Background: an optimization exercise with open tools, aiming at small area. Do not read the settings as production practice.
RTL that was checked went through simulation tests only; none was proved equivalent to the original.
Function not checked in runs 2 and 3: the RTL went through the layout flow alone.
No activity file was given, so power comes from the tool's default toggle rates.

### flow/design.v
module memory_controller(CLK_48MHZ, RESET, SDRAM_STATUS, READ_CMD, GEIG_DATA, MAG_DATA,
    READ_ADDR, WRITE_ADDR, NEXT_READ, NEXT_WRITE, BUSY_HOLD, OP_READ, WORD);
input CLK_48MHZ, RESET, SDRAM_STATUS, READ_CMD;
input [79:0] GEIG_DATA;
input [79:0] MAG_DATA;
input [23:0] READ_ADDR;
input [23:0] WRITE_ADDR;
output NEXT_READ, NEXT_WRITE;
output BUSY_HOLD;
output OP_READ;
output [15:0] WORD;
reg [79:0] geig_prev;
reg [79:0] mag_prev;
reg read_prev;
reg [7:0] schedule;    
reg [2:0] write_count;
reg busy_hold;
reg [15:0] word;
reg [47:0] pend;
assign BUSY_HOLD = busy_hold;
assign OP_READ = (schedule[1:0] == 2'b11);
assign WORD = word;
function [7:0] ins;
    input [7:0] s;
    input [1:0] cmd;
    begin
        ins = s;
        if (s[1:0] == 2'b00) ins[1:0] = cmd;
        else if (s[3:2] == 2'b00) ins[3:2] = cmd;
        else if (s[5:4] == 2'b00) ins[5:4] = cmd;
        else ins[7:6] = cmd;
    end
endfunction
reg [7:0] s_ins;
always @(*) begin
    s_ins = schedule;
    if (geig_prev != GEIG_DATA) s_ins = ins(s_ins, 2'b01);
    if (mag_prev != MAG_DATA) s_ins = ins(s_ins, 2'b10);
    if (READ_CMD && !read_prev) s_ins = ins(s_ins, 2'b11);
end
wire [1:0] head = s_ins[1:0];
wire is_write = (head == 2'b01) || (head == 2'b10);
wire is_read = (head == 2'b11);
wire [79:0] src = head[0] ? GEIG_DATA : MAG_DATA;
wire wc0 = (write_count == 3'd0);
wire wdone = (write_count == 3'd5);
wire step3 = busy_hold && !SDRAM_STATUS;    
wire step1 = !busy_hold && !SDRAM_STATUS;   
wire raw_eq = (READ_ADDR == WRITE_ADDR);
assign NEXT_WRITE = is_write && !wdone && step3;
assign NEXT_READ = is_read && step3;
always @(posedge CLK_48MHZ or negedge RESET) begin
    if (!RESET) begin
        geig_prev <= 80'b0;
        mag_prev <= 80'b0;
        schedule <= 8'b0;
        write_count <= 3'b0;
        busy_hold <= 1'b0;
    end else begin
        geig_prev <= GEIG_DATA;
        mag_prev <= MAG_DATA;
        schedule <= s_ins;
        if (is_write) begin
            if (wdone) begin
                write_count <= 3'd0;
                schedule <= s_ins >> 2;
            end else if (step3) begin
                busy_hold <= 1'b0;
                write_count <= write_count + 3'd1;
            end else if (step1) begin
                busy_hold <= 1'b1;
            end
        end else if (is_read) begin
            if (step3) begin
                busy_hold <= 1'b0;
                schedule <= s_ins >> 2;
            end else if (!busy_hold && raw_eq) begin
                schedule <= s_ins >> 2;
            end else if (step1) begin
                busy_hold <= 1'b1;
            end
        end
    end
end
always @(posedge CLK_48MHZ)
    read_prev <= READ_CMD;
always @(posedge CLK_48MHZ) begin
    if (is_write && !wdone) begin
        if (step3) begin
            if (wc0) begin
                word <= src[31:16];
                pend <= src[79:32];
            end else begin
                word <= pend[15:0];
                pend[31:0] <= pend[47:16];
            end
        end else if (step1 && wc0) begin
            word <= src[15:0];
        end
    end
end
endmodule
module sdram_interface(CLK_48MHZ, RESET, TIMESTAMP, START, OP_READ, A_BANK, A_COL, A_ROW,
    SDRAM_DQ_IN, SDRAM_DQ_OE, SDRAM_A, SDRAM_BA, SDRAM_CLK_EN, SDRAM_CKE, SDRAM_CS,
    SDRAM_RAS, SDRAM_CAS, SDRAM_WE, SDRAM_DQM, STATUS, DATA_READ);
input CLK_48MHZ;
input RESET;
input [23:0] TIMESTAMP;
input START;
input OP_READ;
input [1:0] A_BANK;
input [8:0] A_COL;
input [12:0] A_ROW;
input [15:0] SDRAM_DQ_IN;
output SDRAM_DQ_OE;
output [12:0] SDRAM_A;
output [1:0] SDRAM_BA;
output SDRAM_CLK_EN, SDRAM_CKE, SDRAM_CS, SDRAM_RAS, SDRAM_CAS, SDRAM_WE, SDRAM_DQM;
output STATUS;
output [15:0] DATA_READ;
reg pu;             
reg [3:0] c;
reg cke_pu;         
reg dqm;
reg [1:0] ba;
reg pwr_stabalize;
reg [23:0] ts_delay;
reg [15:0] dread;
wire acc = !pu && (c != 4'd0);
wire ts_lt2 = (TIMESTAMP[23:1] == 23'b0);
wire ts_lt4 = (TIMESTAMP[23:2] == 22'b0);
wire c_wait = (c == 4'd3) || (c == 4'd10);
wire ts_hit = (TIMESTAMP == ts_delay);
wire last = OP_READ ? (c == 4'd12) : (c == 4'd9);
assign STATUS = pu || (c != 4'd0);
assign SDRAM_CLK_EN = pwr_stabalize;
assign SDRAM_CS = 1'b0;
assign SDRAM_CKE = pu ? cke_pu : (c != 4'd0);
assign SDRAM_DQM = dqm;
assign SDRAM_BA = ba;
assign DATA_READ = dread;
assign SDRAM_DQ_OE = !pu && !OP_READ && (c == 4'd8);
assign SDRAM_RAS = pu ? !((c == 4'd0) || (c == 4'd1) || (c == 4'd3) || (c == 4'd8))
                      : !((c == 4'd0) || (c == 4'd5));
assign SDRAM_CAS = !((c == 4'd0) || (c == 4'd8) || (pu && (c == 4'd3)));
assign SDRAM_WE  = pu ? !((c == 4'd0) || (c == 4'd1) || (c == 4'd8))
                      : !((c == 4'd8) && !OP_READ);
assign SDRAM_A = (pu && (c == 4'd1)) ? 13'h0400 :
                 (pu && (c == 4'd8)) ? 13'h0220 :
                 (!pu && (c == 4'd5)) ? A_ROW :
                 (!pu && (c == 4'd8)) ? {3'b001, 1'b0, A_COL} : 13'h0000;
always @(negedge CLK_48MHZ or negedge RESET) begin
    if (!RESET) begin
        pu <= 1'b1;
        c <= 4'd0;
        cke_pu <= 1'b0;
        dqm <= 1'b0;
        ba <= 2'b00;
        pwr_stabalize <= 1'b0;
        ts_delay <= 24'b0;
        dread <= 16'b0;
    end else if (pu) begin
        if (ts_lt2) begin
            cke_pu <= 1'b0;
            dqm <= 1'b0;
        end else if (ts_lt4) begin
            pwr_stabalize <= 1'b1;
            cke_pu <= 1'b1;
            dqm <= 1'b1;
        end else begin
            case (c)
                4'd2: begin    
                    cke_pu <= 1'b0;
                    c <= 4'd3;
                    ts_delay <= TIMESTAMP + 24'd1;
                end
                4'd3, 4'd10: begin
                    cke_pu <= ts_hit;
                    c <= ts_hit ? 4'd4 : 4'd10;
                end
                4'd7: begin    
                    cke_pu <= 1'b1;
                    ba <= 2'b01;
                    c <= 4'd8;
                end
                4'd9: begin    
                    cke_pu <= 1'b0;
                    pu <= 1'b0;
                    c <= 4'd0;
                end
                default: begin   
                    cke_pu <= 1'b1;
                    c <= c + 4'd1;
                end
            endcase
        end
    end else if (c == 4'd0) begin
        if (START) c <= 4'd1;    
    end else begin
        if (last) c <= 4'd0;     
        else c <= c + 4'd1;
        if (c == 4'd4) begin     
            ba <= A_BANK;
            dqm <= 1'b0;
        end
        if (OP_READ ? (c == 4'd11) : (c == 4'd8)) dqm <= 1'b1;
        if (OP_READ && (c == 4'd7)) dread <= 16'b0;
        if (OP_READ && (c == 4'd10)) dread <= SDRAM_DQ_IN;
    end
end
endmodule
module read_buffer( CLK_48MHZ,RESET,NEXT_BYTE,DATA_READ,ROW_WRITE,READ_CMD,BYTE_OUT);
input CLK_48MHZ, RESET, NEXT_BYTE;
input [15:0] DATA_READ;
input [12:0] ROW_WRITE;
output READ_CMD;
output [7:0] BYTE_OUT;
reg read_cmd;
reg [1:0] init_stage;
reg [8:0] init_wait;
reg [7:0] byte_out;
reg [1:0] position;
reg next_byte_prev;
reg [7:0] lo, hi_a, hi_b;
assign BYTE_OUT = byte_out;
assign READ_CMD = read_cmd;
wire run = (init_stage == 2'd0);
wire enter = (init_stage == 2'd1) && (ROW_WRITE >= 13'd3);
wire st2 = (init_stage == 2'd2) || enter;    
wire fill = st2 && (init_wait < 9'd300);
always @(posedge CLK_48MHZ or negedge RESET) begin
    if (!RESET) begin
        read_cmd <= 1'b0;
        position <= 2'b00;
        byte_out <= 8'b0;
        next_byte_prev <= 1'b0;
        init_stage <= 2'd1;
        init_wait <= 9'd0;
    end else begin
        next_byte_prev <= NEXT_BYTE;
        if (NEXT_BYTE && !next_byte_prev && run) begin
            case (position)
                2'b00: byte_out <= lo;
                2'b01: byte_out <= hi_a;
                2'b10: byte_out <= lo;
                default: byte_out <= hi_b;
            endcase
            position <= position + 2'b01;
        end
        if (run) read_cmd <= !position[0];
        if (enter) begin
            read_cmd <= 1'b1;
            init_stage <= 2'd2;
        end
        if (st2) begin
            if (init_wait < 9'd300) begin
                init_wait <= init_wait + 9'd1;
            end else if (init_wait < 9'd400) begin
                read_cmd <= 1'b0;
                init_wait <= init_wait + 9'd1;
            end else begin
                read_cmd <= 1'b1;
                init_wait <= 9'd0;
                init_stage <= 2'd0;
            end
        end
    end
end
always @(posedge CLK_48MHZ) begin
    if (fill || (run && position[0])) lo <= DATA_READ[7:0];
    if (fill || (run && (position == 2'b11))) hi_a <= DATA_READ[15:8];
    if (run && (position == 2'b01)) hi_b <= DATA_READ[15:8];
end
endmodule
module write_address_traversal( CLK,RESET,NEXT, BA_WRITE_OUT, ROW_WRITE_OUT,COL_WRITE_OUT );
input CLK, NEXT, RESET;
output [1:0] BA_WRITE_OUT;
output [8:0] COL_WRITE_OUT;
output [12:0] ROW_WRITE_OUT;
reg [23:0] current_count;
assign BA_WRITE_OUT = current_count[23:22];
assign COL_WRITE_OUT = current_count[21:13];
assign ROW_WRITE_OUT = current_count[12:0];
always @(posedge CLK or negedge RESET)
    if (!RESET) current_count <= 24'b0;
    else current_count <= current_count + {23'b0, NEXT};
endmodule
module read_address_traversal( CLK,RESET,NEXT, BA_READ_OUT, ROW_READ_OUT,COL_READ_OUT );
input CLK, NEXT, RESET;
output [1:0] BA_READ_OUT;
output [8:0] COL_READ_OUT;
output [12:0] ROW_READ_OUT;
reg [23:0] current_count;
assign BA_READ_OUT = current_count[23:22];
assign COL_READ_OUT = current_count[21:13];
assign ROW_READ_OUT = current_count[12:0];
always @(posedge CLK or negedge RESET)
    if (!RESET) current_count <= 24'b0;
    else current_count <= current_count + {23'b0, NEXT};
endmodule
module sdram_logger (
    input         clk,           
    input         rst_n,         
    input  [23:0] timestamp,     
    input  [79:0] geig_data,     
    input  [79:0] mag_data,      
    input         next_byte,     
    input  [15:0] sdram_dq_in,   
    output [15:0] sdram_dq_out,  
    output        sdram_dq_oe,   
    output [12:0] sdram_a,
    output [1:0]  sdram_ba,
    output        sdram_clk_en,
    output        sdram_cke,
    output        sdram_cs,
    output        sdram_ras,
    output        sdram_cas,
    output        sdram_we,
    output        sdram_dqml,
    output        sdram_dqmu,
    output [7:0]  byte_out       
);
wire        sdram_status;
wire [15:0] data_read;
wire        next_read, next_write, read_cmd;
wire        busy_hold, op_read;
wire [1:0]  ba_read, ba_write;
wire [8:0]  col_read, col_write;
wire [12:0] row_read, row_write;
wire        dqm;
memory_controller memory_controller_0(
    .CLK_48MHZ    ( clk ),
    .RESET        ( rst_n ),
    .SDRAM_STATUS ( sdram_status ),
    .READ_CMD     ( read_cmd ),
    .GEIG_DATA    ( geig_data ),
    .MAG_DATA     ( mag_data ),
    .READ_ADDR    ( {ba_read, col_read, row_read} ),
    .WRITE_ADDR   ( {ba_write, col_write, row_write} ),
    .NEXT_READ    ( next_read ),
    .NEXT_WRITE   ( next_write ),
    .BUSY_HOLD    ( busy_hold ),
    .OP_READ      ( op_read ),
    .WORD         ( sdram_dq_out )
);
read_address_traversal read_address_traversal_0(
    .CLK          ( clk ),
    .NEXT         ( next_read ),
    .RESET        ( rst_n ),
    .BA_READ_OUT  ( ba_read ),
    .ROW_READ_OUT ( row_read ),
    .COL_READ_OUT ( col_read )
);
write_address_traversal write_address_traversal_0(
    .CLK           ( clk ),
    .RESET         ( rst_n ),
    .NEXT          ( next_write ),
    .BA_WRITE_OUT  ( ba_write ),
    .ROW_WRITE_OUT ( row_write ),
    .COL_WRITE_OUT ( col_write )
);
read_buffer read_buffer_0(
    .CLK_48MHZ ( clk ),
    .RESET     ( rst_n ),
    .NEXT_BYTE ( next_byte ),
    .DATA_READ ( data_read ),
    .ROW_WRITE ( row_write ),
    .READ_CMD  ( read_cmd ),
    .BYTE_OUT  ( byte_out )
);
sdram_interface sdram_interface_0(
    .CLK_48MHZ    ( clk ),
    .RESET        ( rst_n ),
    .TIMESTAMP    ( timestamp ),
    .START        ( busy_hold ),
    .OP_READ      ( op_read ),
    .A_BANK       ( op_read ? ba_read : ba_write ),
    .A_COL        ( op_read ? col_read : col_write ),
    .A_ROW        ( op_read ? row_read : row_write ),
    .SDRAM_DQ_IN  ( sdram_dq_in ),
    .SDRAM_DQ_OE  ( sdram_dq_oe ),
    .SDRAM_A      ( sdram_a ),
    .SDRAM_BA     ( sdram_ba ),
    .SDRAM_CLK_EN ( sdram_clk_en ),
    .SDRAM_CKE    ( sdram_cke ),
    .SDRAM_CS     ( sdram_cs ),
    .SDRAM_RAS    ( sdram_ras ),
    .SDRAM_CAS    ( sdram_cas ),
    .SDRAM_WE     ( sdram_we ),
    .SDRAM_DQM    ( dqm ),
    .STATUS       ( sdram_status ),
    .DATA_READ    ( data_read )
);
assign sdram_dqml = dqm;
assign sdram_dqmu = dqm;
endmodule
### flow/flow/run.sh
#!/bin/bash
# The standard ORFS layout (standard.sh) with these changes:
#  - synthesis: ABC maps the logic with an area-oriented script (synth_area.tcl)
#  - input/output ports are buffered with buf_1
#  - clock tree built from small clock buffers, without dummy loads
# Each tool's output is in ./orfs/logs (ORFS) and ./standard.log (make).
set -uo pipefail
F=$(cd "$(dirname "$0")" && pwd)
export AREA_ABC_SCRIPT=$F/abc_area.script
CTS="-sink_clustering_enable -repair_clock_nets -dont_use_dummy_load -sink_clustering_size 16 -sink_clustering_max_diameter 60 -buf_list {sky130_fd_sc_hd__clkbuf_8}"
bash standard.sh \
  "SYNTH_SCRIPT=$F/synth_area.tcl" \
  'BUFFER_PORTS_ARGS=-buffer_cell sky130_fd_sc_hd__buf_1' \
  "CTS_ARGS=$CTS" \
  finish > standard.log 2>&1
### flow/flow/abc_area.script
strash
dch
amap
strash
dch
amap
topo
dnsize -c
### flow/flow/synth_area.tcl
# The standard flow's synthesis script (synth_recipe.tcl), with ABC's technology mapping
# run with an area-oriented script (abc_area.script beside this file) in place
# of ORFS's speed script. Registers are mapped before ABC and are unchanged.
proc synth {args} { yosys synth -nofsm -noshare {*}$args }
proc abc {args} {
  set i [lsearch -exact $args -script]
  if { $i >= 0 } { lset args [expr {$i + 1}] $::env(AREA_ABC_SCRIPT) }
  yosys abc {*}$args
}
source $::env(SCRIPTS_DIR)/synth.tcl
# left out here: clear keep_hierarchy, flatten, clean up, hide names made inside functions, write 1_2_yosys.v
### flow/standard.sh
#!/bin/bash
# synth_recipe.tcl (not shown) runs the flow's synth.tcl, then flattens the netlist and writes it again
# the make line also repeats each setting of config.mk as NAME=value (left out here)
make -C /OpenROAD-flow-scripts/flow DESIGN_CONFIG=/design/flow/config.mk WORK_HOME=/design/flow/orfs CLKGATE_MAP_FILE= SYNTH_SCRIPT=/design/flow/synth_recipe.tcl "${@:-finish}"
### flow/config.mk
export PLATFORM = sky130hd
export DESIGN_NAME = sdram_logger
export DESIGN_NICKNAME = sdram_logger
export VERILOG_FILES = /design/flow/design.v
export SDC_FILE = /design/flow/constraint.sdc
export NUM_CORES = 4
export LEC_CHECK = 0
export CAP_MARGIN = 20
export CORE_MARGIN = 2
export CORE_UTILIZATION = 40
export SLEW_MARGIN = 20
### flow/constraint.sdc
create_clock -name core_clock -period 14.0 [get_ports {clk}]
set_input_delay 2.8000 -clock core_clock [delete_from_list [all_inputs] [get_ports {clk}]]
set_output_delay 2.8000 -clock core_clock [all_outputs]
set_load 0.01 [all_outputs]
==> results of run 1 <==
## critical path: stages
cell and delay [ns]:
buf_1 0.13, clkinv_1 0.16, nor3_1 0.27, clkinv_1 0.12, nor3_1 0.26, clkinv_1 0.13, nor3_1 0.20, nand2_1 0.10
nor2_1 0.12, nand2_1 0.08, nor2_1 0.13, nand2_1 0.08, nor2_1 0.14, nand2_1 0.09, nor2_1 0.13, nand2_1 0.08
nor2_1 0.15, clkinv_1 0.10, nor3_1 0.34, clkinv_1 0.17, nor2_1 0.19, a31oi_1 0.11, o22a_1 0.17
## worst min path at each step
stage | start | slack (ns) | cells past startpoint | endpoint
2_1_floorplan | read_buffer_0.read_cmd | 0.36 | 0 | memory_controller_0.read_prev
3_3_place_gp | read_buffer_0.read_cmd | 0.43 | 0 | memory_controller_0.read_prev
3_5_place_dp | sdram_interface_0.pwr_stabalize | 0.43 | 1 | sdram_interface_0.pwr_stabalize
4_1_cts | sdram_interface_0.pwr_stabalize | 0.44 | 1 | sdram_interface_0.pwr_stabalize
5_1_grt | sdram_interface_0.pwr_stabalize | 0.47 | 1 | sdram_interface_0.pwr_stabalize
6_report | sdram_interface_0.pwr_stabalize | 0.44 | 1 | sdram_interface_0.pwr_stabalize
## routing by layer
layer  wire length (um)  GRT usage [%]  vias up
li1                   -              -     6856
met1              22120          31.01     6480
met2              21510          33.44      386
met3               3485          5.372       89
met4               1287          7.630       10
met5                 75              0        -
## where the power goes
part,switching [uW],internal [uW]
Sequential,104,1330
Combinational,514,270
Clock,370,243
## cell type report
cell class	instances	area, um^2	share of cell area (%)
flip-flops and latches	382	9997	52.00
multi-input cells	1104	6130	31.89
repair buffers	261	1061	5.519
inverters	217	814.5	4.237
well taps	539	674.4	3.508
clock buffers	38	523.0	2.721
diodes	8	20.02	0.1041
clock inverters	1	3.754	0.01953
## kinds of logic (layout without fill, tap and decap cells)
kind of cell               count (synthesis)  count (layout)  share of synthesized area [%]
buffers and inverters                    220             517                          4.920
adders and majority gates                 18              18                          1.330
other                                      1               9                        0.02214
AOI/OAI and AO/OA                        572             572                          21.44
xor gates and xnor gates                  12              12                         0.6205
and+or+nand+nor                          501             501                          12.65
DFF                                      382             382                          59.02
## flip-flops by register name, summed over array words and instances, names as in the netlist, 2 cells and up
name and cells:
write_address_traversal_0.current_count 24, read_buffer_0.byte_out 8, memory_controller_0.word 16, sdram_interface_0.dread 16, memory_controller_0.schedule 8, read_buffer_0.position 2
read_buffer_0.hi_b 8, memory_controller_0.write_count 3, read_buffer_0.hi_a 8, read_address_traversal_0.current_count 24, memory_controller_0.mag_prev 80, sdram_interface_0.c 4
read_buffer_0.lo 8, read_buffer_0.init_stage 2, sdram_interface_0.ba 2, sdram_interface_0.ts_delay 24, memory_controller_0.pend 48, memory_controller_0.geig_prev 80
read_buffer_0.init_wait 9
## cell usage in the layout, fill, tap and decap left out, drive strengths merged, types with 4 or more instances in the layout
master	n
ha	18
o32ai	5
a211oi	6
o21a	11
o22a	5
nor4b	4
xor2	12
nor3	43
a21oi	156
nor4	30
a22o	13
a22oi	52
a221oi	35
dfrtp	242
nand3	22
o22ai	99
or2	4
o221ai	23
dfrtn	49
edfxtp	88
o21bai	4
clkbuf	39
nor2	240
nand2	133
a2111oi	12
a221o	4
diode	8
a31oi	23
buf	260
clkinv	216
nand4	11
o21ai	106
## metrics by stage
stage,std cells,setup WS (ns),cell area (um^2)
detailed placement,2503,0.6295,18650
global placement,2503,0.6928,18650
CTS,2541,1.196,19180
global route,2546,0.4793,19210
finish,2550,1.148,19220
floorplan,1706,0.04325,16940
## synthesized netlist by cell type (2+ instances only)
library cell	instances
o21bai_1	4
o21a_1	11
nand3_1	22
a21oi_1	156
dfrtn_1	49
o221ai_1	23
o22ai_1	99
nand2_1	133
o31ai_1	2
o2111ai_1	2
and3_1	2
nor2_1	240
a211oi_1	6
or3_1	3
nand4_1	11
o32ai_1	5
o22a_1	5
o21ai_0	106
nor3_1	43
buf_4	2
ha_1	18
nor4_1	30
a222oi_1	2
or4_1	3
a2111oi_0	12
a31oi_1	23
a221oi_1	35
a22o_1	13
nor4b_1	4
edfxtp_1	88
nand4b_1	2
a31o_1	2
a211o_1	3
dfstp_2	2
a22oi_1	52
or2_0	4
dfrtp_1	242
xor2_1	12
a221o_1	4
o211ai_1	3
clkinv_1	218
nor2b_1	2
==> flow_metrics.tcl, run 1 <==
set metrics [dict create \
    final_antenna_net_count 0 \
    nets 2226 \
    powerDensity_nw_per_um2 147.3 \
    slew_headroom_pct 26.74 \
    wl_per_cell_um 19.01 \
    die_area_um2 44010 \
    yosys.area.top_type "dfrtp_1" \
    grt_util_all_layers_pct 22.06 \
    start_util_pct 40.47 \
    critPathMaxFanout 5 \
    grt_pass1_vias 13270 \
    postCtsHoldBufs 0 \
    synth_seq_cells 382 \
    syn-cell-area_um2 16940 \
    yosysTopAreaCellShare_pct 35.75 \
    reg2reg_to "write_address_traversal_0.current_count[22]" \
    crit_arrival_ns 6.24 \
    root_buffer "clkbuf_8" \
    vias_per_cell 5.420 \
    grt_pass1_wl_um 74860 \
    outcome "complete, no violations" \
    r2r-start "sdram_interface_0.c[0]" \
    synth_cell_types 50 \
    cts.sinks 382 \
    cts_setup_buffers 0 \
    finalPower_uw 2831 \
    yosysSeqAreaShare_pct 59.02 \
    fin_hold_ws_ns 0.4357 \
    synth-async-reset-ratio_pct 76.70 \
    drtIter0Drc 898 \
    drt_first_pass_iters 6 \
    synth_edf_count 88 \
    startpoint "timestamp[2]" \
    clock_path_buffers 3 \
    core_area_um2 41850 \
    r2r_slack_ns 1.30 \
    avgSynthCellArea_um2 9.928 \
    worstSetupPathType "in2reg" \
    die_w_um 209.8 \
    r2r_cells 31 \
    ys_top_cells_by_area "dfrtp_1 (36%), edfxtp_1 (16%), dfrtn_1 (7.2%)" \
    antenna_found_initial 11 \
    vdd.ir_drop.worst_v 0.00007214 \
    rsz0062_at_grt "no" \
    ys_warn_count 5 \
    synth_ff_type "dfrtp_1" \
    post_cts_resized 0 \
    cp-start-kind "input port" \
    nFillCells 4034 \
    worstPathRequired_ns 7.39 \
    die_height_um 209.8 \
    syn_inst 1706 \
    route.detailed.drc 0 \
    hp-class "reg2reg" \
    finalWeightedCongestion 0.8859 \
    wirelength_um 48480 \
    clk_pin_slew_worst_paths_ns 0.05 \
    final_layout_size_suffix_gt1_share_pct 2.996 \
    rows 75 \
    io_buffers 249 \
    cts_tree "done" \
    overflow 0 \
    setup_tns_ns 0 \
    p_leak_uw 0.007207 \
    dp_hpwl_um 35290 \
    maxSlewViolCount 0 \
    hold_viol_final 0 \
    setup-violations-final 0 \
    critical_path.endpoint "sdram_interface_0.ts_delay[23]" \
    cts_buffers 38 \
    insertion_delay_ns 0.63 \
    utilization_pct 45.93 \
    tightest_slew_ns 1.099 \
    htree_levels 2 \
    skew_ns 0.08540 \
    cp-end-kind "register" \
    cap_viol_max_count 0 \
    grt_max_degree 116 \
    area_growth_pct 13.50 \
    via_count 13820 \
    io_pins 251 \
]
==> run 2: changes to the inputs <==
--- a/flow/design.v
+++ b/flow/design.v
@@ -11,15 +11,15 @@
 output [15:0] WORD;
 reg [79:0] geig_prev;
 reg [79:0] mag_prev;
+reg prev_clr;          
 reg read_prev;
 reg [7:0] schedule;    
 reg [2:0] write_count;
 reg busy_hold;
-reg [15:0] word;
-reg [47:0] pend;
+reg [15:0] w01, w2, w3, w4;
 assign BUSY_HOLD = busy_hold;
 assign OP_READ = (schedule[1:0] == 2'b11);
-assign WORD = word;
+assign WORD = write_count[2] ? w4 : !write_count[1] ? w01 : write_count[0] ? w3 : w2;
 function [7:0] ins;
     input [7:0] s;
     input [1:0] cmd;
@@ -31,11 +31,13 @@
         else ins[7:6] = cmd;
     end
 endfunction
+wire geig_chg = prev_clr ? (GEIG_DATA != 80'b0) : (geig_prev != GEIG_DATA);
+wire mag_chg = prev_clr ? (MAG_DATA != 80'b0) : (mag_prev != MAG_DATA);
 reg [7:0] s_ins;
 always @(*) begin
     s_ins = schedule;
-    if (geig_prev != GEIG_DATA) s_ins = ins(s_ins, 2'b01);
-    if (mag_prev != MAG_DATA) s_ins = ins(s_ins, 2'b10);
+    if (geig_chg) s_ins = ins(s_ins, 2'b01);
+    if (mag_chg) s_ins = ins(s_ins, 2'b10);
     if (READ_CMD && !read_prev) s_ins = ins(s_ins, 2'b11);
 end
 wire [1:0] head = s_ins[1:0];
@@ -51,14 +53,12 @@
 assign NEXT_READ = is_read && step3;
 always @(posedge CLK_48MHZ or negedge RESET) begin
     if (!RESET) begin
-        geig_prev <= 80'b0;
-        mag_prev <= 80'b0;
+        prev_clr <= 1'b1;
         schedule <= 8'b0;
         write_count <= 3'b0;
         busy_hold <= 1'b0;
     end else begin
-        geig_prev <= GEIG_DATA;
-        mag_prev <= MAG_DATA;
+        prev_clr <= 1'b0;
         schedule <= s_ins;
         if (is_write) begin
             if (wdone) begin
@@ -82,22 +82,23 @@
         end
     end
 end
-always @(posedge CLK_48MHZ)
+always @(posedge CLK_48MHZ) begin
+    geig_prev <= GEIG_DATA;
+    mag_prev <= MAG_DATA;
     read_prev <= READ_CMD;
+end
+wire ld = is_write && !wdone && wc0;
+wire ld3 = ld && step3;              
+wire ld1 = ld && !step3 && step1;    
+wire ld3g = ld3 && head[0], ld3m = ld3 && !head[0];
+wire ld1g = ld1 && head[0], ld1m = ld1 && !head[0];
+wire hold01 = !(ld3 || ld1);
 always @(posedge CLK_48MHZ) begin
-    if (is_write && !wdone) begin
-        if (step3) begin
-            if (wc0) begin
-                word <= src[31:16];
-                pend <= src[79:32];
-            end else begin
-                word <= pend[15:0];
-                pend[31:0] <= pend[47:16];
-            end
-        end else if (step1 && wc0) begin
-            word <= src[15:0];
-        end
-    end
+    w01 <= ({16{ld3g}} & GEIG_DATA[31:16]) | ({16{ld3m}} & MAG_DATA[31:16]) |
+           ({16{ld1g}} & GEIG_DATA[15:0]) | ({16{ld1m}} & MAG_DATA[15:0]) | ({16{hold01}} & w01);
+    w2 <= ({16{ld3g}} & GEIG_DATA[47:32]) | ({16{ld3m}} & MAG_DATA[47:32]) | ({16{!ld3}} & w2);
+    w3 <= ({16{ld3g}} & GEIG_DATA[63:48]) | ({16{ld3m}} & MAG_DATA[63:48]) | ({16{!ld3}} & w3);
+    w4 <= ({16{ld3g}} & GEIG_DATA[79:64]) | ({16{ld3m}} & MAG_DATA[79:64]) | ({16{!ld3}} & w4);
 end
 endmodule
 module sdram_interface(CLK_48MHZ, RESET, TIMESTAMP, START, OP_READ, A_BANK, A_COL, A_ROW,
@@ -124,13 +125,14 @@
 reg dqm;
 reg [1:0] ba;
 reg pwr_stabalize;
-reg [23:0] ts_delay;
+reg [23:0] ts_cap;     
+reg ts_wait_prev;
 reg [15:0] dread;
 wire acc = !pu && (c != 4'd0);
 wire ts_lt2 = (TIMESTAMP[23:1] == 23'b0);
 wire ts_lt4 = (TIMESTAMP[23:2] == 22'b0);
 wire c_wait = (c == 4'd3) || (c == 4'd10);
-wire ts_hit = (TIMESTAMP == ts_delay);
+wire ts_hit = (TIMESTAMP == ts_cap + 24'd1);
 wire last = OP_READ ? (c == 4'd12) : (c == 4'd9);
 assign STATUS = pu || (c != 4'd0);
 assign SDRAM_CLK_EN = pwr_stabalize;
@@ -157,8 +159,6 @@
         dqm <= 1'b0;
         ba <= 2'b00;
         pwr_stabalize <= 1'b0;
-        ts_delay <= 24'b0;
-        dread <= 16'b0;
     end else if (pu) begin
         if (ts_lt2) begin
             cke_pu <= 1'b0;
@@ -172,7 +172,6 @@
                 4'd2: begin    
                     cke_pu <= 1'b0;
                     c <= 4'd3;
-                    ts_delay <= TIMESTAMP + 24'd1;
                 end
                 4'd3, 4'd10: begin
                     cke_pu <= ts_hit;
@@ -204,10 +203,19 @@
             dqm <= 1'b0;
         end
         if (OP_READ ? (c == 4'd11) : (c == 4'd8)) dqm <= 1'b1;
-        if (OP_READ && (c == 4'd7)) dread <= 16'b0;
-        if (OP_READ && (c == 4'd10)) dread <= SDRAM_DQ_IN;
     end
 end
+wire dr_clr = acc && OP_READ && (c == 4'd7);
+wire dr_cap = acc && OP_READ && (c == 4'd10);
+wire dr_keep = !(dr_clr || dr_cap);
+always @(negedge CLK_48MHZ or negedge RESET)
+    if (!RESET) dread <= 16'b0;
+    else dread <= ({16{dr_cap}} & SDRAM_DQ_IN) | ({16{dr_keep}} & dread);
+wire ts_wait = pu && c_wait;
+always @(posedge CLK_48MHZ) begin
+    ts_wait_prev <= ts_wait;
+    if (ts_wait && !ts_wait_prev) ts_cap <= TIMESTAMP;
+end
 endmodule
 module read_buffer( CLK_48MHZ,RESET,NEXT_BYTE,DATA_READ,ROW_WRITE,READ_CMD,BYTE_OUT);
 input CLK_48MHZ, RESET, NEXT_BYTE;
@@ -281,9 +289,10 @@
 assign BA_WRITE_OUT = current_count[23:22];
 assign COL_WRITE_OUT = current_count[21:13];
 assign ROW_WRITE_OUT = current_count[12:0];
+wire [24:0] carry = {carry[23:0] & current_count, NEXT};
 always @(posedge CLK or negedge RESET)
     if (!RESET) current_count <= 24'b0;
-    else current_count <= current_count + {23'b0, NEXT};
+    else current_count <= current_count ^ carry[23:0];
 endmodule
 module read_address_traversal( CLK,RESET,NEXT, BA_READ_OUT, ROW_READ_OUT,COL_READ_OUT );
 input CLK, NEXT, RESET;
@@ -294,9 +303,10 @@
 assign BA_READ_OUT = current_count[23:22];
 assign COL_READ_OUT = current_count[21:13];
 assign ROW_READ_OUT = current_count[12:0];
+wire [24:0] carry = {carry[23:0] & current_count, NEXT};
 always @(posedge CLK or negedge RESET)
     if (!RESET) current_count <= 24'b0;
-    else current_count <= current_count + {23'b0, NEXT};
+    else current_count <= current_count ^ carry[23:0];
 endmodule
 module sdram_logger (
     input         clk,           
==> flow/flow/abc_area.script (replaced) <==
&get -n
&st
&dch
&nf -a -R 1000
&put
strash
dch
amap
topo
dnsize -c
--- a/flow/config.mk
+++ b/flow/config.mk
@@ -7,5 +7,5 @@
 export LEC_CHECK = 0
 export CAP_MARGIN = 20
 export CORE_MARGIN = 2
-export CORE_UTILIZATION = 40
+export CORE_UTILIZATION = 65
 export SLEW_MARGIN = 20
==> run 2 against run 1 <==
  * Sequential share of layout area shrank 3.4 points
  * Still clean
  * Via count shrank 0.65%
  * Clock-buffer cell count shrank 8
  * Critical endpoint is now write_address_traversal_0.current_count[23]
  * Sequential cell count grew 2
==> flow_metrics.tcl, run 2 <==
set metrics [dict create \
    wirelength_um 40410 \
    post_cts_resized 0 \
    rows 57 \
    vdd.ir_drop.worst_v 0.0001172 \
    yosysTopAreaCellShare_pct 28.16 \
    placedCellCount 2253 \
    cts_setup_buffers 0 \
    start_util_pct 66.06 \
    reg_top3 "memory_controller_0.geig_prev x80, memory_controller_0.mag_prev x80" \
    yosys-top-cells-count "nor2_1 (285), dfxtp_1 (226), a21oi_1 (193), clkinv_1 (190), dfrtp_1 (82)" \
    clk_pin_slew_worst_paths_ns 0.10 \
    p_leak_uw 0.006885 \
    synth_edf_count 48 \
    cts_buffers 30 \
    route.detailed.drc 0 \
    io_buffers 249 \
    io_pins 251 \
    setup_tns_ns 0 \
    slew_headroom_pct 33.16 \
    finalWeightedCongestion 0.9331 \
    core_area_um2 24320 \
    powerDensity_nw_per_um2 157.2 \
    syn_inst 1673 \
    ys_top_cells_by_area "dfxtp_1 (28%), dfrtp_1 (13%), edfxtp_1 (9.0%)" \
    clock_path_buffers 3 \
    hp-class "reg2reg" \
    skew_ns 0.09854 \
    maxSlewViolCount 0 \
    setup-violations-final 0 \
    yosysSeqAreaShare_pct 54.29 \
    critPathMaxFanout 5 \
    cp-end-kind "register" \
    nets 2224 \
    drtIter0Drc 1506 \
    htree_levels 1 \
    instances_no_fill 2286 \
    avgSynthCellArea_um2 9.604 \
    die_area_um2 25990 \
    cts.sinks 384 \
    tightest_slew_ns 1.000 \
    grt_pass1_vias 12710 \
    crit_arrival_ns 13.92 \
    root_buffer "clkbuf_8" \
    cap_viol_max_count 0 \
    synth_ff_type "dfxtp_1" \
    dp_hpwl_um 30440 \
    postCtsHoldBufs 0 \
    hold_viol_final 0 \
    vias_per_cell 6.007 \
    nFillCells 1892 \
    syn-cell-area_um2 16070 \
    cpMostUsedCell "ha_1" \
    grt_max_degree 56 \
    area_growth_pct 11.65 \
    wl_per_cell_um 17.68 \
    die_height_um 161.2 \
    cts_tree "done" \
    rsz0062_at_grt "no" \
    synth_cell_types 54 \
    worstPathRequired_ns 14.48 \
    drt_first_pass_iters 7 \
    final_layout_size_suffix_gt1_share_pct 2.551 \
    grt_pass1_wl_um 63940 \
    die_w_um 161.2 \
    synth-async-reset-ratio_pct 28.65 \
    final_antenna_net_count 0 \
    cp-start-kind "register" \
    synth_seq_cells 384 \
    yosys.area.top_type "dfxtp_1" \
    grt_util_all_layers_pct 30.54 \
    overflow 0 \
    antenna_found_initial 2 \
    layout_common_cells "nor2_1 (281), buf_1 (248), dfxtp_1 (226)" \
    crit_slowest_cell "dfrtn_1" \
    insertion_delay_ns 0.62 \
    via_count 13730 \
    outcome "complete, no violations" \
    worstSetupPathType "reg2reg" \
    layout_commonest_cell "nor2_1" \
    synth.most_common_cell "nor2_1" \
    crit_path_max_incr_delay_ns 0.46 \
    ys_warn_count 5 \
]
run 2: changes by cell type after synthesis, moves of 45 or more:
cell,before,now
o21ai_0,106,46
nand2_1,133,80
a222oi_1,2,67
dfxtp_1,1,226
dfrtp_1,242,82
o22ai_1,99,39
nor2_1,240,285
run 2: cell families (layout without fill, tap and decap cells):
kind of cell               count (synthesis)  count (layout)  synth area share [%]
xor gates and xnor gates                  11              11                0.5996
and+or+nand+nor                          547             547                 15.85
adders and majority gates                 59              59                 4.595
AOI/OAI and AO/OA                        479             479                 20.12
DFF                                      384             384                 54.29
buffers and inverters                    192             478                 4.532
other                                      1               4               0.02334
run 2: where the power goes:
group          switching [uW]  internal, uW  total [uW]
Sequential                138          1330        1470
Combinational             520           301         821
Clock                     336           191         527
run 2: routing by layer:
layer  vias to the layer above  GRT usage [%]  routed length, um
met3                        78          3.493               2755
met5                         -              0                  0
met1                      6393          41.56              17140
li1                       6777              -                  -
met2                       483          52.13              19300
met4                         0          8.807               1215
run 2: path summary, 6_finish.rpt:
path	slack, ns	startpoint	depth (start not counted)	end
worst max register to register	0.56	sdram_interface_0.c[0]	34	write_address_traversal_0.current_count[23]
min in group asynchronous	2.28	rst_n	1	read_buffer_0.init_wait[4]
max in group asynchronous	3.93	rst_n	2	sdram_interface_0.dread[14]
worst min register to register	0.39	read_buffer_0.read_cmd	0	memory_controller_0.read_prev
worst max-delay path	0.56	sdram_interface_0.c[0]	34	write_address_traversal_0.current_count[23]
worst min-delay path	0.39	read_buffer_0.read_cmd	0	memory_controller_0.read_prev
run 2: critical path: cells and delay by family, from the launching register on:
family / cells / cell delay (ns)
fa+ha+maj: 25 / 5.02
buf+inv: 4 / 0.50
flops: 1 / 0.46
simple gates: 4 / 0.32
compound gates: 1 / 0.05
run 2: stage by stage:
stage               util, %  cell area, um^2  hold WS (ns)  worst slack [ns]  total power, uW
global route          73.75            17940        0.4307            0.2150             2981
finish                73.76            17940        0.3898            0.5640             2819
CTS                   73.64            17910        0.4183            0.5454             2816
detailed placement    71.94            17500        0.4045            0.5094             2301
global placement      71.90            17490        0.3957            0.7519             2270
floorplan                 -            16070        0.3608             1.130             1990
run 2: area by class of cell:
class / count / area, um^2 / share of cell area, %
diodes: 2 / 5.005 / 0.02790
clock buffers: 30 / 412.9 / 2.302
clock inverters: 1 / 3.754 / 0.02092
inverters: 189 / 709.4 / 3.955
multi-input cells: 1098 / 6661 / 37.13
flip-flops and latches: 384 / 8722 / 48.62
well taps: 324 / 405.4 / 2.260
repair buffers: 258 / 1018 / 5.678
==> run 3: changes to the inputs <==
--- a/flow/flow/run.sh
+++ b/flow/flow/run.sh
@@ -7,7 +7,7 @@
 set -uo pipefail
 F=$(cd "$(dirname "$0")" && pwd)
 export AREA_ABC_SCRIPT=$F/abc_area.script
-CTS="-sink_clustering_enable -repair_clock_nets -dont_use_dummy_load -sink_clustering_size 16 -sink_clustering_max_diameter 60 -buf_list {sky130_fd_sc_hd__clkbuf_8}"
+CTS="-sink_clustering_enable -repair_clock_nets -dont_use_dummy_load -sink_clustering_size 20 -sink_clustering_max_diameter 70 -buf_list {sky130_fd_sc_hd__clkbuf_8}"
 bash standard.sh \
   "SYNTH_SCRIPT=$F/synth_area.tcl" \
   'BUFFER_PORTS_ARGS=-buffer_cell sky130_fd_sc_hd__buf_1' \
==> run 3 against run 2 <==
  * Final cell count is 0.31% lower
  * Clock skew is 0.020 ns lower
  * Sequential power hardly changed
  * Clock-buffer cell count is 6 lower
  * Still clean on timing, DRC and antenna
  * Area after synthesis stayed put
  * Register-to-register slack hardly changed
  * Total power is 1.8% lower
  * Via count is 0.68% lower
==> flow_metrics.tcl, run 3 <==
set metrics [dict create \
    avgSynthCellArea_um2 9.604 \
    overflow 0 \
    ys_top_cells_by_area "dfxtp_1 (28%), dfrtp_1 (13%), edfxtp_1 (9.0%)" \
    synth_edf_count 48 \
    cts.sinks 384 \
    drtIter0Drc 1445 \
    hp-class "reg2reg" \
    start_util_pct 66.06 \
    utilization_pct 73.34 \
    r2r_slack_ns 0.57 \
    wirelength_um 40220 \
    io_buffers 249 \
    die_area_um2 25990 \
    maxSlewViolCount 0 \
    grt_pass1_wl_um 64110 \
    grt_max_degree 56 \
    power.switching_uw 978.8 \
    dp_hpwl_um 30440 \
    cts_setup_buffers 0 \
    synth-async-reset-ratio_pct 28.65 \
    insertion_delay_ns 0.58 \
    drt_first_pass_iters 10 \
    p_leak_uw 0.006831 \
    final_antenna_net_count 0 \
    fin_hold_ws_ns 0.4179 \
    postCtsHoldBufs 0 \
    die_w_um 161.2 \
    yosysTopAreaCellShare_pct 28.16 \
    route.detailed.drc 0 \
    vdd.ir_drop.worst_v 0.0001251 \
    root_buffer "clkbuf_8" \
    cts_tree "done" \
    power.internal_uw 1789 \
    synth_ff_type "dfxtp_1" \
    yosys.area.top_type "dfxtp_1" \
    instances_no_fill 2279 \
    cp-start-kind "register" \
    worstPathRequired_ns 14.49 \
    reg_top3 "memory_controller_0.geig_prev x80, memory_controller_0.mag_prev x80" \
    rows 57 \
    placedCellCount 2253 \
    post_cts_resized 0 \
    wl_per_cell_um 17.65 \
    syn_inst 1673 \
    core_area_um2 24320 \
    powerDensity_nw_per_um2 155.2 \
    grt_util_all_layers_pct 30.57 \
    finalWeightedCongestion 0.9331 \
    area_growth_pct 11.01 \
    die_height_um 161.2 \
    outcome "complete, no violations" \
    rsz0062_at_grt "no" \
    hold_viol_final 0 \
    worstSetupPathType "reg2reg" \
    layout_common_cells "nor2_1 (281), buf_1 (248), dfxtp_1 (226)" \
    p_comb_share_pct 29.6 \
    slew_headroom_pct 23.77 \
    clock_path_buffers 3 \
    setup-violations-final 0 \
    layout_commonest_cell "nor2_1" \
    netSwitchingFraction_pct 35.36 \
    synth_cell_types 54 \
    via_count 13640 \
    vias_per_cell 5.984 \
    synth.most_common_cell "nor2_1" \
    tightest_slew_ns 1.139 \
    ys_warn_count 5 \
    cap_viol_max_count 0 \
    setup_tns_ns 0 \
    crit_path_max_incr_delay_ns 0.46 \
    synth_seq_cells 384 \
    p_seq_share_pct 53.1 \
    cpMostUsedCell "ha_1" \
    cts_buffers 24 \
    yosys-top-cells-count "nor2_1 (285), dfxtp_1 (226), a21oi_1 (193), clkinv_1 (190), dfrtp_1 (82)" \
    cp-end-kind "register" \
    syn-cell-area_um2 16070 \
    crit_slowest_cell "dfrtn_1" \
    htree_levels 1 \
    skew_ns 0.07861 \
    clk_pin_slew_worst_paths_ns 0.12 \
    crit_arrival_ns 13.92 \
    io_pins 251 \
    nets 2217 \
    yosysSeqAreaShare_pct 54.29 \
    pwr-share-clk_pct 17.4 \
    critPathMaxFanout 5 \
    antenna_found_initial 1 \
    grt_pass1_vias 12700 \
    final_layout_size_suffix_gt1_share_pct 2.202 \
]
## run 3: cell counts after synthesis
Identical to the previous run, type by type.
## run 3: per-stage QoR
step,setup WS (ns),instance area [um^2],power [uW]
global route,0.2326,17830,2930
global placement,0.7519,17490,2270
finish,0.5691,17840,2768
detailed placement,0.5094,17500,2301
floorplan,1.130,16070,1990
CTS,0.5435,17830,2770
## run 3: power by group through the flow
stage | Sequential, uW | Combinational (uW) | Clock (uW)
2_1_floorplan | 1450 | 539 | 0.972
4_1_cts | 1470 | 814 | 489
3_5_place_dp | 1490 | 808 | 0.972
3_3_place_gp | 1480 | 784 | 0.972
5_1_grt | 1490 | 915 | 526
6_report | 1470 | 818 | 480
## run 3: critical path, delay by kind of cell (launching register included)
| family | cells | cell delay (ns) |
|---|---|---|
| AOI/OAI and AO/OA | 1 | 0.04 |
| adders and majority gates | 25 | 5.03 |
| buffers and inverters | 4 | 0.50 |
| DFF | 1 | 0.46 |
| and+or+nand+nor | 4 | 0.33 |
## run 3: layout make-up
cell class                      instances  area (um^2)
Sequential cell                       384         8722
Clock buffer                           24        330.3
Inverter                              189        709.4
Fill cell                            1891         6484
Timing Repair Buffer                  257        998.5
Multi-Input combinational cell       1098         6661
Tap cell                              324        405.4
Clock inverter                          1        3.754
Antenna cell                            2        5.005
## run 3: cell families after synthesis
logic type,Yosys count,share of synthesized area [%]
AOI/OAI and AO/OA,479,20.12
xor gates and xnor gates,11,0.5996
adders and majority gates,59,4.595
buffers and inverters,192,4.532
DFF,384,54.29
other,1,0.02334
and+or+nand+nor,547,15.85
## run 3: final timing paths
check | start | end | depth (start not counted)
max in group asynchronous | rst_n | sdram_interface_0.dread[12] | 2
min reg2reg | read_buffer_0.read_cmd | memory_controller_0.read_prev | 0
min in group asynchronous | rst_n | read_buffer_0.init_wait[4] | 1
min | read_buffer_0.read_cmd | memory_controller_0.read_prev | 0
max | sdram_interface_0.c[0] | write_address_traversal_0.current_count[23] | 34
max reg2reg | sdram_interface_0.c[0] | write_address_traversal_0.current_count[23] | 34
## run 3: per-layer routing
layer  routed length (um)  part of all wire (%)  track usage (%)  vias up
met5                    0                     0                0        -
met2                19110                    48            52.36      424
li1                     -                     -                -     6767
met1                17380                    43            41.37     6375
met4                 1233                   3.1            9.416        0
met3                 2489                   6.2            3.236       71
==> run 4: changes to the inputs <==
--- a/flow/design.v
+++ b/flow/design.v
@@ -159,6 +159,7 @@
         dqm <= 1'b0;
         ba <= 2'b00;
         pwr_stabalize <= 1'b0;
+        dread <= 16'b0;
     end else if (pu) begin
         if (ts_lt2) begin
             cke_pu <= 1'b0;
@@ -203,14 +204,10 @@
             dqm <= 1'b0;
         end
         if (OP_READ ? (c == 4'd11) : (c == 4'd8)) dqm <= 1'b1;
+        if (OP_READ && (c == 4'd7)) dread <= 16'b0;
+        if (OP_READ && (c == 4'd10)) dread <= SDRAM_DQ_IN;
     end
 end
-wire dr_clr = acc && OP_READ && (c == 4'd7);
-wire dr_cap = acc && OP_READ && (c == 4'd10);
-wire dr_keep = !(dr_clr || dr_cap);
-always @(negedge CLK_48MHZ or negedge RESET)
-    if (!RESET) dread <= 16'b0;
-    else dread <= ({16{dr_cap}} & SDRAM_DQ_IN) | ({16{dr_keep}} & dread);
 wire ts_wait = pu && c_wait;
 always @(posedge CLK_48MHZ) begin
     ts_wait_prev <= ts_wait;
@@ -289,10 +286,9 @@
 assign BA_WRITE_OUT = current_count[23:22];
 assign COL_WRITE_OUT = current_count[21:13];
 assign ROW_WRITE_OUT = current_count[12:0];
-wire [24:0] carry = {carry[23:0] & current_count, NEXT};
 always @(posedge CLK or negedge RESET)
     if (!RESET) current_count <= 24'b0;
-    else current_count <= current_count ^ carry[23:0];
+    else current_count <= current_count + {23'b0, NEXT};
 endmodule
 module read_address_traversal( CLK,RESET,NEXT, BA_READ_OUT, ROW_READ_OUT,COL_READ_OUT );
 input CLK, NEXT, RESET;
@@ -303,10 +299,9 @@
 assign BA_READ_OUT = current_count[23:22];
 assign COL_READ_OUT = current_count[21:13];
 assign ROW_READ_OUT = current_count[12:0];
-wire [24:0] carry = {carry[23:0] & current_count, NEXT};
 always @(posedge CLK or negedge RESET)
     if (!RESET) current_count <= 24'b0;
-    else current_count <= current_count ^ carry[23:0];
+    else current_count <= current_count + {23'b0, NEXT};
 endmodule
 module sdram_logger (
     input         clk,           
--- a/flow/flow/run.sh
+++ b/flow/flow/run.sh
@@ -7,7 +7,7 @@
 set -uo pipefail
 F=$(cd "$(dirname "$0")" && pwd)
 export AREA_ABC_SCRIPT=$F/abc_area.script
-CTS="-sink_clustering_enable -repair_clock_nets -dont_use_dummy_load -sink_clustering_size 20 -sink_clustering_max_diameter 70 -buf_list {sky130_fd_sc_hd__clkbuf_8}"
+CTS="-sink_clustering_enable -repair_clock_nets -dont_use_dummy_load -sink_clustering_size 16 -sink_clustering_max_diameter 60 -buf_list {sky130_fd_sc_hd__clkbuf_8}"
 bash standard.sh \
   "SYNTH_SCRIPT=$F/synth_area.tcl" \
   'BUFFER_PORTS_ARGS=-buffer_cell sky130_fd_sc_hd__buf_1' \
==> flow/flow/abc_area.script (replaced) <==
&get -n
&st
&dch -f
&nf -a
&put
strash
dch -f
amap
strash
dch -f
amap
topo
dnsize -c
--- a/flow/config.mk
+++ b/flow/config.mk
@@ -7,5 +7,5 @@
 export LEC_CHECK = 0
 export CAP_MARGIN = 20
 export CORE_MARGIN = 2
-export CORE_UTILIZATION = 65
+export CORE_UTILIZATION = 40
 export SLEW_MARGIN = 20
==> run 4 against run 3 <==
  * Sequential share of layout area decreased by 1.8 points
  * Routed wire length increased by 23%
  * Global-route usage decreased by 7.3 points
  * Critical path depth decreased by 19
  * Still clean on timing, DRC and antenna
  * Worst setup slack improved by 0.47 ns
  * Clock power increased by 28%
  * Die area increased by 63%
  * Hold slack got worse by 0.015 ns
  * Via count increased by 6.5%
  * Area after synthesis increased by 1.4%
  * Design area increased by 3.7%
  * Clock skew increased by 0.033 ns
==> flow_metrics.tcl, run 4 <==
set metrics [dict create \
    synth_fa_ha_area_share_pct 1.383 \
    die_height_um 205.8 \
    cts_buffers 38 \
    power.internal_uw 1747 \
    critPathBufInv 1 \
    power.switching_uw 925.1 \
    layout_common_cells "clkinv_1 (263), buf_1 (248), nor2_1 (246)" \
    p_leak_uw 0.006440 \
    clock_path_buffers 3 \
    rows 73 \
    grt_util_all_layers_pct 23.30 \
    finalPower_uw 2673 \
    synth_ff_type "dfxtp_1" \
    drt_first_pass_iters 8 \
    r2r_cells 28 \
    yosys-mux-area-fraction_pct 0 \
    grt_pass1_vias 13800 \
    layout_commonest_cell "clkinv_1" \
    p_comb_share_pct 25.1 \
    critical_path.endpoint "sdram_interface_0.c[1]" \
    synth_edf_count 48 \
    final_antenna_net_count 0 \
    finalWeightedCongestion 0.8947 \
    r2r-start "sdram_interface_0.c[0]" \
    yosysSeqAreaShare_pct 53.55 \
    hold_viol_final 0 \
    vias_per_cell 5.584 \
    reg2reg_to "read_address_traversal_0.current_count[22]" \
    wl_per_cell_um 19.04 \
    antenna_found_initial 5 \
    htree_levels 2 \
    syn-cell-area_um2 16290 \
    route.detailed.drc 0 \
    r2r_slack_ns 1.64 \
    pwr-share-clk_pct 23.0 \
    cts_setup_buffers 0 \
    crit_cells 15 \
    cap_viol_max_count 0 \
    postCtsHoldBufs 0 \
    via_count 14520 \
    io_pins 251 \
    setup-violations-final 0 \
    maxSlewViolCount 0 \
    core_area_um2 40010 \
    yosys.area.top_type "dfxtp_1" \
    yosys.area_share.simple_pct 15.48 \
    final_area_um2 18500 \
    slew_headroom_pct 30.92 \
    ys_top_cells_by_area "dfxtp_1 (28%), dfrtp_1 (13%), edfxtp_1 (8.8%)" \
    critPathMaxFanout 5 \
    postPlaceCellArea_um2 17970 \
    yosysTopAreaCellShare_pct 27.78 \
    worstPathCellList "buf_1 -> nor2_1 -> a21oi_1 -> a21oi_1 -> o21ai_0 -> or4_1 -> a2111o_1 -> or4_1 -> or4b_1 -> nor4b_1 -> nor2_1 -> nor3_1 -> a21oi_1 -> a21oi_1 -> a22oi_1" \
    worstSetupPathType "in2reg" \
    die_area_um2 42350 \
    start_util_pct 40.71 \
    area_growth_pct 13.58 \
    io_buffers 249 \
    cp-end-kind "register" \
    hp-class "reg2reg" \
    crit_path_max_incr_delay_ns 0.58 \
    die_w_um 205.8 \
    insertion_delay_ns 0.64 \
    skew_ns 0.1120 \
    outcome "complete, no violations" \
    synth_seq_cells 384 \
    startpoint "timestamp[1]" \
    drtIter0Drc 1271 \
    cts_tree "done" \
    syn_inst 1780 \
    vdd.ir_drop.worst_v 0.00009020 \
    worstPathRequired_ns 7.33 \
    cpMostUsedCell "a21oi_1" \
    synth_compound_area_share_pct 22.71 \
    clk_pin_slew_worst_paths_ns 0.05 \
    tightest_slew_ns 1.032 \
    fin_hold_ws_ns 0.4024 \
    crit_arrival_ns 6.29 \
    cts.sinks 384 \
    synth_cell_types 59 \
    dp_hpwl_um 37680 \
    synth_xor_area_share_pct 0.6991 \
    final_layout_size_suffix_gt1_share_pct 2.843 \
    reg_top3 "memory_controller_0.geig_prev x80, memory_controller_0.mag_prev x80" \
    cp-start-kind "input port" \
    rsz0062_at_grt "no" \
    synth.most_common_cell "clkinv_1" \
    synth-async-reset-ratio_pct 28.65 \
    wirelength_um 49520 \
    nets 2298 \
    root_buffer "clkbuf_8" \
    crit_family "simple AND/OR/NAND/NOR gates" \
    avgSynthCellArea_um2 9.150 \
    netSwitchingFraction_pct 34.61 \
    powerDensity_nw_per_um2 144.5 \
    crit_slowest_cell "or4_1" \
    overflow 0 \
    p_seq_share_pct 51.9 \
    grt_pass1_wl_um 76560 \
    synth_top_family_by_area "compound AO/OA/AOI/OAI gates" \
    setup_tns_ns 0 \
    grt_max_degree 52 \
    ys_warn_count 5 \
    post_cts_resized 0 \
    yosys-top-cells-count "clkinv_1 (263), nor2_1 (251), dfxtp_1 (226), a21oi_1 (150), nand2_1 (102)" \
]
-- run 4: power groups by stage --
stage,combinational [uW],clock [uW],sequential [uW]
2_1_floorplan,425,0.972,1370
3_3_place_gp,654,0.972,1400
3_5_place_dp,663,0.972,1410
4_1_cts,666,635,1390
5_1_grt,751,672,1400
6_report,671,616,1390
-- run 4: logic make-up after synthesis --
| group | Yosys count |
|---|---|
| adder cells (fa/ha/maj) | 18 |
| XOR/XNOR | 13 |
| flip-flops | 384 |
| AND/OR/NAND/NOR | 549 |
| buffers and inverters | 265 |
| AO/OA/AOI/OAI | 550 |
| other | 1 |
-- run 4: how the worst min path moves through the flow --
stage,startpoint,endpoint,slack [ns],cells past startpoint
after global placement,sdram_interface_0.pwr_stabalize,sdram_interface_0.pwr_stabalize,0.41,1
after floorplan,read_buffer_0.read_cmd,memory_controller_0.read_prev,0.36,0
after global routing,read_buffer_0.read_cmd,memory_controller_0.read_prev,0.42,0
after CTS,sdram_interface_0.pwr_stabalize,sdram_interface_0.pwr_stabalize,0.41,1
after detailed placement,sdram_interface_0.pwr_stabalize,sdram_interface_0.pwr_stabalize,0.41,1
final,sdram_interface_0.pwr_stabalize,sdram_interface_0.pwr_stabalize,0.40,1
-- run 4: per-layer routing --
metal	track usage (%)	vias to the layer above	wire, um
li1	-	7145	-
met1	30.94	6821	21510
met2	37.72	448	22820
met3	4.640	101	3503
met4	8.469	8	1638
met5	0	-	51
-- run 4: final cells by class --
cell class / instances / area [um^2]
Tap cell: 525 / 656.9
Antenna cell: 1 / 2.502
Timing Repair Buffer: 258 / 1006
Multi-Input combinational cell: 1132 / 6601
Clock inverter: 1 / 3.754
Sequential cell: 384 / 8722
Inverter: 262 / 983.4
Fill cell: 4016 / 21510
Clock buffer: 38 / 523.0
-- run 4: worst register-to-register path: cells and delay by family, from the launching register on --
family	cells	cell delay, ns
and+or+nand+nor	13	2.80
buffers and inverters	10	1.28
adders and majority gates	4	0.68
DFF	1	0.39
AOI/OAI and AO/OA	1	0.10
-- run 4: stage by stage --
stage | utilization, % | instances | setup WS [ns]
detailed placement | 44.91 | 2562 | 0.4451
global route | 46.23 | 2600 | 0.7654
global placement | 44.91 | 2562 | 0.5947
CTS | 46.22 | 2600 | 1.018
finish | 46.24 | 2601 | 1.039
floorplan | - | 1781 | 1.167
==> run 5: changes to the inputs <==
--- a/flow/design.v
+++ b/flow/design.v
@@ -16,10 +16,11 @@
 reg [7:0] schedule;    
 reg [2:0] write_count;
 reg busy_hold;
-reg [15:0] w01, w2, w3, w4;
+reg [15:0] word;
+reg [47:0] pend;
 assign BUSY_HOLD = busy_hold;
 assign OP_READ = (schedule[1:0] == 2'b11);
-assign WORD = write_count[2] ? w4 : !write_count[1] ? w01 : write_count[0] ? w3 : w2;
+assign WORD = word;
 function [7:0] ins;
     input [7:0] s;
     input [1:0] cmd;
@@ -90,15 +91,21 @@
 wire ld = is_write && !wdone && wc0;
 wire ld3 = ld && step3;              
 wire ld1 = ld && !step3 && step1;    
+wire sh = is_write && !wdone && !wc0 && step3;
 wire ld3g = ld3 && head[0], ld3m = ld3 && !head[0];
 wire ld1g = ld1 && head[0], ld1m = ld1 && !head[0];
-wire hold01 = !(ld3 || ld1);
+wire hold_w = !(ld3 || ld1 || sh);
+wire hold_p = !(ld3 || sh);
 always @(posedge CLK_48MHZ) begin
-    w01 <= ({16{ld3g}} & GEIG_DATA[31:16]) | ({16{ld3m}} & MAG_DATA[31:16]) |
-           ({16{ld1g}} & GEIG_DATA[15:0]) | ({16{ld1m}} & MAG_DATA[15:0]) | ({16{hold01}} & w01);
-    w2 <= ({16{ld3g}} & GEIG_DATA[47:32]) | ({16{ld3m}} & MAG_DATA[47:32]) | ({16{!ld3}} & w2);
-    w3 <= ({16{ld3g}} & GEIG_DATA[63:48]) | ({16{ld3m}} & MAG_DATA[63:48]) | ({16{!ld3}} & w3);
-    w4 <= ({16{ld3g}} & GEIG_DATA[79:64]) | ({16{ld3m}} & MAG_DATA[79:64]) | ({16{!ld3}} & w4);
+    word <= ({16{ld3g}} & GEIG_DATA[31:16]) | ({16{ld3m}} & MAG_DATA[31:16]) |
+            ({16{ld1g}} & GEIG_DATA[15:0]) | ({16{ld1m}} & MAG_DATA[15:0]) |
+            ({16{sh}} & pend[15:0]) | ({16{hold_w}} & word);
+    pend[15:0] <= ({16{ld3g}} & GEIG_DATA[47:32]) | ({16{ld3m}} & MAG_DATA[47:32]) |
+                  ({16{sh}} & pend[31:16]) | ({16{hold_p}} & pend[15:0]);
+    pend[31:16] <= ({16{ld3g}} & GEIG_DATA[63:48]) | ({16{ld3m}} & MAG_DATA[63:48]) |
+                   ({16{sh}} & pend[47:32]) | ({16{hold_p}} & pend[31:16]);
+    pend[47:32] <= ({16{ld3g}} & GEIG_DATA[79:64]) | ({16{ld3m}} & MAG_DATA[79:64]) |
+                   ({16{!ld3}} & pend[47:32]);
 end
 endmodule
 module sdram_interface(CLK_48MHZ, RESET, TIMESTAMP, START, OP_READ, A_BANK, A_COL, A_ROW,
@@ -159,7 +166,6 @@
         dqm <= 1'b0;
         ba <= 2'b00;
         pwr_stabalize <= 1'b0;
-        dread <= 16'b0;
     end else if (pu) begin
         if (ts_lt2) begin
             cke_pu <= 1'b0;
@@ -204,10 +210,14 @@
             dqm <= 1'b0;
         end
         if (OP_READ ? (c == 4'd11) : (c == 4'd8)) dqm <= 1'b1;
-        if (OP_READ && (c == 4'd7)) dread <= 16'b0;
-        if (OP_READ && (c == 4'd10)) dread <= SDRAM_DQ_IN;
     end
 end
+wire dr_clr = acc && OP_READ && (c == 4'd7);
+wire dr_cap = acc && OP_READ && (c == 4'd10);
+wire dr_keep = !(dr_clr || dr_cap);
+always @(negedge CLK_48MHZ or negedge RESET)
+    if (!RESET) dread <= 16'b0;
+    else dread <= ({16{dr_cap}} & SDRAM_DQ_IN) | ({16{dr_keep}} & dread);
 wire ts_wait = pu && c_wait;
 always @(posedge CLK_48MHZ) begin
     ts_wait_prev <= ts_wait;
@@ -230,6 +240,10 @@
 assign BYTE_OUT = byte_out;
 assign READ_CMD = read_cmd;
 wire run = (init_stage == 2'd0);
+wire nb = NEXT_BYTE && !next_byte_prev && run;
+wire nb_lo = nb && !position[0];
+wire nb_ha = nb && (position == 2'b01);
+wire nb_hb = nb && (position == 2'b11);
 wire enter = (init_stage == 2'd1) && (ROW_WRITE >= 13'd3);
 wire st2 = (init_stage == 2'd2) || enter;    
 wire fill = st2 && (init_wait < 9'd300);
@@ -243,15 +257,8 @@
         init_wait <= 9'd0;
     end else begin
         next_byte_prev <= NEXT_BYTE;
-        if (NEXT_BYTE && !next_byte_prev && run) begin
-            case (position)
-                2'b00: byte_out <= lo;
-                2'b01: byte_out <= hi_a;
-                2'b10: byte_out <= lo;
-                default: byte_out <= hi_b;
-            endcase
-            position <= position + 2'b01;
-        end
+        byte_out <= ({8{nb_lo}} & lo) | ({8{nb_ha}} & hi_a) | ({8{nb_hb}} & hi_b) | ({8{!nb}} & byte_out);
+        if (nb) position <= position + 2'b01;
         if (run) read_cmd <= !position[0];
         if (enter) begin
             read_cmd <= 1'b1;
@@ -286,9 +293,10 @@
 assign BA_WRITE_OUT = current_count[23:22];
 assign COL_WRITE_OUT = current_count[21:13];
 assign ROW_WRITE_OUT = current_count[12:0];
+wire [24:0] carry = {carry[23:0] & current_count, NEXT};
 always @(posedge CLK or negedge RESET)
     if (!RESET) current_count <= 24'b0;
-    else current_count <= current_count + {23'b0, NEXT};
+    else current_count <= current_count ^ carry[23:0];
 endmodule
 module read_address_traversal( CLK,RESET,NEXT, BA_READ_OUT, ROW_READ_OUT,COL_READ_OUT );
 input CLK, NEXT, RESET;
@@ -299,9 +307,10 @@
 assign BA_READ_OUT = current_count[23:22];
 assign COL_READ_OUT = current_count[21:13];
 assign ROW_READ_OUT = current_count[12:0];
+wire [24:0] carry = {carry[23:0] & current_count, NEXT};
 always @(posedge CLK or negedge RESET)
     if (!RESET) current_count <= 24'b0;
-    else current_count <= current_count + {23'b0, NEXT};
+    else current_count <= current_count ^ carry[23:0];
 endmodule
 module sdram_logger (
     input         clk,           
==> flow/flow/abc_area.script (replaced) <==
&get -n
&st
&dch
&nf -a -R 1000
&put
strash
dch
amap
topo
dnsize -c
--- a/flow/config.mk
+++ b/flow/config.mk
@@ -7,5 +7,5 @@
 export LEC_CHECK = 0
 export CAP_MARGIN = 20
 export CORE_MARGIN = 2
-export CORE_UTILIZATION = 40
+export CORE_UTILIZATION = 75
 export SLEW_MARGIN = 20
==> run 5 against run 4 <==
  * Hold slack better by 0.0015 ns
  * Critical path depth up 21
  * Sequential power up 9%
  * Combinational power up about 10%
  * Routed wire length down 13%
  * Area after synthesis down 3.5%
  * Die area down 48%
  * Total power up 3.1%
  * Final cell count down 16%
  * First-iteration DRC count up 28%
  * Critical path type is now reg2reg
  * Largest power group unchanged
==> flow_metrics.tcl, run 5 <==
set metrics [dict create \
    root_buffer "clkbuf_8" \
    cts_buffers 28 \
    critPathMaxFanout 6 \
    cpMostUsedCell "ha_1" \
    area_growth_pct 11.40 \
    wirelength_um 43100 \
    ys_top_cells_by_area "dfxtp_1 (29%), dfrtp_1 (13%), edfxtp_1 (9.2%)" \
    yosys-top-cells-count "nor2_1 (258), dfxtp_1 (226), a21oi_1 (177), clkinv_1 (155), nand2_1 (113)" \
    outcome "complete, no violations" \
    r2r_cells 36 \
    yosys.area.top_type "dfxtp_1" \
    synth_edf_count 48 \
    cts_tree "done" \
    cp-start-kind "register" \
    rsz0062_at_grt "no" \
    io_pins 251 \
    clock_path_buffers 3 \
    grt_util_all_layers_pct 38.60 \
    worstSetupPathType "reg2reg" \
    syn_inst 1611 \
    io_buffers 249 \
    hold_path_depth 0 \
    avgSynthCellArea_um2 9.760 \
    hold_viol_final 0 \
    synth_ff_type "dfxtp_1" \
    drt_first_pass_iters 9 \
    setup_tns_ns 0 \
    syn-cell-area_um2 15720 \
    maxSlewViolCount 0 \
    grt_pass1_vias 13800 \
    final_antenna_net_count 0 \
    slew_headroom_pct 23.76 \
    insertion_delay_ns 0.60 \
    via_count 14290 \
    vdd.ir_drop.worst_v 0.0001334 \
    crit_slowest_cell "dfrtn_1" \
    synth.most_common_cell "nor2_1" \
    reg_top3 "memory_controller_0.geig_prev x80, memory_controller_0.mag_prev x80, memory_controller_0.pend x48" \
    postCtsHoldBufs 0 \
    yosysTopAreaCellShare_pct 28.78 \
    crit_path_max_incr_delay_ns 0.49 \
    antenna_found_initial 2 \
    hp-start "read_buffer_0.read_cmd" \
    grt_pass1_wl_um 68010 \
    synth-async-reset-ratio_pct 28.65 \
    post_cts_resized 0 \
    setup-violations-final 0 \
    skew_ns 0.08290 \
    cp-end-kind "register" \
    nets 2160 \
    fin_hold_ws_ns 0.4039 \
    hp-class "reg2reg" \
    route.detailed.drc 0 \
    yosysSeqAreaShare_pct 55.48 \
    p_leak_uw 0.006870 \
    worstPathRequired_ns 14.46 \
    drtIter0Drc 1630 \
    layout_commonest_cell "nor2_1" \
    overflow 0 \
    r2r_slack_ns 0.45 \
    core_area_um2 20430 \
    r2r-start "sdram_interface_0.c[0]" \
    synth_cell_types 51 \
    cts_setup_buffers 0 \
    cap_viol_max_count 0 \
    start_util_pct 76.96 \
    grt_max_degree 71 \
    die_height_um 148.8 \
    layout_common_cells "nor2_1 (255), buf_1 (248), dfxtp_1 (226)" \
    cts.sinks 384 \
    die_area_um2 22140 \
]
[run 5: metal layers]
metal / vias up / routed length, um / global-route usage [%]
met1: 6622 / 16120 / 48.80
met2: 865 / 20390 / 64.40
met4: 4 / 2232 / 18.67
met5: - / 26 / 0
li1: 6602 / - / -
met3: 201 / 4336 / 7.492
[run 5: kinds of logic after synthesis]
kind of cell	after synthesis	share of synthesized area, %
AOI/OAI and AO/OA	464	20.05
xor gates and xnor gates	15	0.8356
adders and majority gates	56	4.456
buffers and inverters	157	3.796
DFF	384	55.48
other	1	0.02385
and+or+nand+nor	534	15.36
[run 5: where the power goes]
group          switching [uW]  internal (uW)  total (uW)
logic                     473            268         741
clock network             325            179         504
registers                 153           1360        1510
[run 5: worst max-delay path: cells and delay by family, from the launching register on]
family | cells | cell delay, ns
buffers and inverters | 5 | 0.56
and+or+nand+nor | 5 | 0.46
adders and majority gates | 25 | 4.92
DFF | 1 | 0.49
AOI/OAI and AO/OA | 1 | 0.04
[run 5: through the flow]
step	worst slack [ns]	util [%]	cell area (um^2)	total power, uW	cells
after CTS	0.4837	85.66	17500	2735	2169
after global placement	0.8057	83.78	17120	2189	2141
after floorplan	0.5607	-	15730	1953	1612
after detailed placement	0.4873	83.78	17120	2242	2141
final	0.4500	85.73	17510	2755	2172
after global routing	0.01769	85.69	17510	2895	2169
[run 5: worst max-delay path by stage]
stage | start | end | slack, ns | cells after the start
2_1_floorplan | sdram_interface_0.c[0] | write_address_traversal_0.current_count[23] | 0.56 | 36
3_3_place_gp | sdram_interface_0.c[0] | write_address_traversal_0.current_count[23] | 0.81 | 36
3_5_place_dp | sdram_interface_0.c[0] | write_address_traversal_0.current_count[23] | 0.49 | 36
4_1_cts | sdram_interface_0.c[0] | write_address_traversal_0.current_count[23] | 0.48 | 36
5_1_grt | sdram_interface_0.c[0] | write_address_traversal_0.current_count[23] | 0.02 | 36
6_report | sdram_interface_0.c[0] | write_address_traversal_0.current_count[23] | 0.45 | 36
[run 5: cell type report]
class	instances	area (um^2)
well taps	270	337.8
clock inverters	1	3.754
flip-flops and latches	384	8722
diodes	3	7.507
repair buffers	261	1028
multi-input cells	1071	6451
clock buffers	28	385.4
inverters	154	578.1
fillers	1153	2915
